Background: an optimization exercise with open tools, aiming at small area, a short achievable clock period and few clock cycles. Do not read the settings as production practice.
The RTL was checked by simulation tests, not by an equivalence proof against the original design.
Power figures rest on the tool's default switching activity, not on a simulated workload.

Design binary_to_bcd, start of the top module:
module binary_to_bcd( input clk_in,
                      input [5:0] game_state,
                      input start,
                      input [23:0] binary_in,
                      output logic [31:0] bcd_out,
                      output logic busy
    );
    logic [31:0] R;
    logic [3:0]  t;                   
    wire rst = (game_state == 6'd1);
    logic [31:0] ld;
    logic [3:0]  t0;
    logic [3:0] zr, sel;
    always_comb begin
        zr[0] = 1'b1;
        zr[1] = (binary_in[23:19] == '0);
        zr[2] = (binary_in[23:13] == '0);
        zr[3] = (binary_in[23:5] == '0);
        for (int i = 0; i < 4; i++)
            sel[i] = zr[i] & (i == 3 || !zr[i + 1]);
        ld = '0;
        t0 = '0;
        ld = ld | ({32{sel[0]}} & {binary_in[21:0], 8'h0, binary_in[23:22]});
        t0 = t0 | ({4{sel[0]}} & 4'd1);
        ld = ld | ({32{sel[1]}} & {binary_in[15:0], 8'h0, binary_in[23:16]});
        t0 = t0 | ({4{sel[1]}} & 4'd4);
        ld = ld | ({32{sel[2]}} & {binary_in[9:0], 8'h0, binary_in[23:10]});
  ...
==> flow/config.mk <==
export PLATFORM = sky130hd
export DESIGN_NAME = binary_to_bcd
export DESIGN_NICKNAME = binary_to_bcd
export VERILOG_FILES = /design/flow/design.v
export SDC_FILE = /design/flow/constraint.sdc
export NUM_CORES = 4
export LEC_CHECK = 0
export ABC_AREA = 1
export CAP_MARGIN = 20
export CORE_MARGIN = 2
export CORE_UTILIZATION = 60
export SETUP_SLACK_MARGIN = 3.5
export SLEW_MARGIN = 20
==> flow/constraint.sdc <==
create_clock -name core_clock -period 6.0 [get_ports {clk_in}]
set_input_delay 1.2000 -clock core_clock [delete_from_list [all_inputs] [get_ports {clk_in}]]
set_output_delay 1.2000 -clock core_clock [all_outputs]
set_load 0.01 [all_outputs]
standard.sh (not shown) runs the stock make flow with config.mk's settings and CLKGATE_MAP_FILE= SYNTH_SCRIPT=/design/flow/synth_recipe.tcl, a recipe that flattens the netlist after the stock synthesis.
==> flow/flow/run.sh <==
#!/bin/bash
# Layout flow: the standard synthesis, a second ABC pass over its
# combinational logic (registers untouched), then the standard ORFS layout.
# Port buffers are plain buf_1 cells.
set -euo pipefail
export BUFFER_PORTS_ARGS="-buffer_cell sky130_fd_sc_hd__buf_1"
HERE=$(cd "$(dirname "$0")" && pwd)
RES=orfs/results/${FLOW_PLATFORM}/binary_to_bcd/base

bash standard.sh synth > standard_synth.log 2>&1

YOSYS=$(command -v yosys || echo "$FLOW_HOME/../tools/install/yosys/bin/yosys")
LIB="$FLOW_HOME/platforms/${FLOW_PLATFORM}/lib/sky130_fd_sc_hd__tt_025C_1v80.lib"
cp "$RES/1_2_yosys.v" 1_2_yosys_standard.v
"$YOSYS" -c "$HERE/reopt.tcl" -- "$LIB" 1_2_yosys_standard.v 1_2_yosys_reopt.v "$HERE/ff_blackbox.v" > reopt.log 2>&1
cp 1_2_yosys_reopt.v "$RES/1_2_yosys.v"
rm -f "$RES/1_synth.odb" "$RES/1_synth.sdc"

bash standard.sh > standard_flow.log 2>&1
==> flow/flow/ff_blackbox.v <==
// the registers stay as they are: their cells are black boxes to the re-synthesis
(* blackbox *)
module sky130_fd_sc_hd__dfxtp_1(input CLK, input D, output Q); endmodule
(* blackbox *)
module sky130_fd_sc_hd__dfxtp_2(input CLK, input D, output Q); endmodule
(* blackbox *)
module sky130_fd_sc_hd__dfxtp_4(input CLK, input D, output Q); endmodule
==> flow/flow/reopt.tcl <==
# yosys -c reopt.tcl -- LIB IN OUT BLACKBOXES
yosys -import
lassign $argv lib in out bb
read_liberty -ignore_miss_func $lib
read_verilog -overwrite $bb
read_verilog $in
hierarchy -top binary_to_bcd
flatten
opt_clean
set du {}
set fh [open $lib r]
set txt [read $fh]
close $fh
foreach {m c} [regexp -all -inline {cell\s*\(\s*"?(sky130_fd_sc_hd__\w+)"?\s*\)} $txt] {
  if {[regexp {lpflow|probe|fill|tap|decap|diode|dly|clkbuf|clkinv|bufbuf|bufinv|dfxtp|dfxbp|dfrtp|dfstp|dfrbp|dfsbp|dfbbp|edf|sdf|dlx|dlr|dlcl|einv|ebuf} $c]} { lappend du -dont_use $c }
}
abc -liberty $lib {*}$du -script "+strash;&get -n;&deepsyn -T 30;&put;dch;map -B 0.9"
opt_clean -purge
stat -liberty $lib
write_verilog -noattr -noexpr -nohex -nodec $out
Testbench counts at the start, summed over its fixed seeds: cycles 25,282.
Then changed:
==> flow/flow/run.sh (replaced) <==
#!/bin/bash
# Standard ORFS layout, with plain buf_1 cells as the port buffers.
set -euo pipefail
export BUFFER_PORTS_ARGS="-buffer_cell sky130_fd_sc_hd__buf_1"
bash standard.sh > standard_flow.log 2>&1
--- a/flow/config.mk
+++ b/flow/config.mk
@@ -6,5 +6,5 @@
 export NUM_CORES = 4
 export LEC_CHECK = 0
-export ABC_AREA = 1
+export ABC_AREA = 0
 export CAP_MARGIN = 20
 export CORE_MARGIN = 2
removed: flow/flow/ff_blackbox.v
removed: flow/flow/reopt.tcl
The changed run finished clean.
Total power is higher by 3.6%.
Cell area is higher by 18%.
Core utilization is lower by 9.7 points.
Clock-buffer cell count is higher by 1.
Combinational power is lower by about 7%.
Non-clock buffer count is higher by 2.
Sequential power is higher by 45%.
First-iteration DRC count is lower by 41%.
Via count is higher by 9.0%.
Hold slack gets better by 0.020 ns.
Synthesized area is higher by 31%.


== run 1 ==
Starting RTL as in the previous note.
==> flow/config.mk <==
export PLATFORM = sky130hd
export DESIGN_NAME = binary_to_bcd
export DESIGN_NICKNAME = binary_to_bcd
export VERILOG_FILES = /design/flow/design.v
export SDC_FILE = /design/flow/constraint.sdc
export NUM_CORES = 4
export LEC_CHECK = 0
export ABC_AREA = 1
export CAP_MARGIN = 20
export CORE_MARGIN = 2
export CORE_UTILIZATION = 65
export SETUP_SLACK_MARGIN = 3.5
export SLEW_MARGIN = 20
==> flow/constraint.sdc <==
create_clock -name core_clock -period 6.0 [get_ports {clk_in}]
set_input_delay 1.2000 -clock core_clock [delete_from_list [all_inputs] [get_ports {clk_in}]]
set_output_delay 1.2000 -clock core_clock [all_outputs]
set_load 0.01 [all_outputs]
==> flow/flow/run.sh <==
#!/bin/bash
# Standard ORFS layout, with plain buf_1 cells as the port buffers.
set -euo pipefail
export BUFFER_PORTS_ARGS="-buffer_cell sky130_fd_sc_hd__buf_1"
bash standard.sh > standard_flow.log 2>&1
Testbench counts of run 1, summed over its fixed seeds: cycles 25,282.
What run 2 does differently from run 1 at the input level:
- CORE_UTILIZATION: 65 -> 40
## What came out
In the flow results for run 2 and run 1, the required time of the worst setup path is smaller on run 1.
Run 1 ended up with fewer cell instances than run 2 did.
Compared with run 1, run 2 shows total global routing track utilization lower by 11 points.
Number of tap cells added at floorplan: run 2 higher than run 1
[run 2] buffer share of cell area rose 0.98 points relative to run 1
Number of nets in the final layout: higher on run 2

==> port drivers added, routing unchanged <==
In the flow no input, the clock included, has a driving cell. The finished layouts below were timed again as built, in two steps.
Step 1: set_driving_cell puts a clkbuf_16 on clk_in and a buf_2 on each other input, an assumption about the parent block.
Step 2 times the ports against the registers' clock, not the clock port: input delays grow and output delays shrink by t, the midpoint of the rising clock arrivals with the driver on.
a / b / c = ideal / step 1 / step 2; a / b = the first two.
run | shift t [ns] | setup WS [ns] | slew at the worst register clock pin (ns) | worst slew at a driven data input, ns
the first run of note 1 | 0.321 | 3.425 / 3.425 / 3.156 | 0.08 / 0.08 | 0.04
the second run of note 1 | 0.314 | 3.214 / 3.214 / 3.118 | 0.08 / 0.08 | 0.06
run 1 | 0.330 | 3.537 / 3.506 / 3.329 | 0.08 / 0.08 | 0.04
run 2 | 0.324 | 3.631 / 3.635 / 3.311 | 0.08 / 0.08 | 0.04
After both steps setup and hold are still met in every run listed. The setup slack of run 2, which loses most, moves by +0.004 ns with the drivers and by -0.320 ns with both steps.
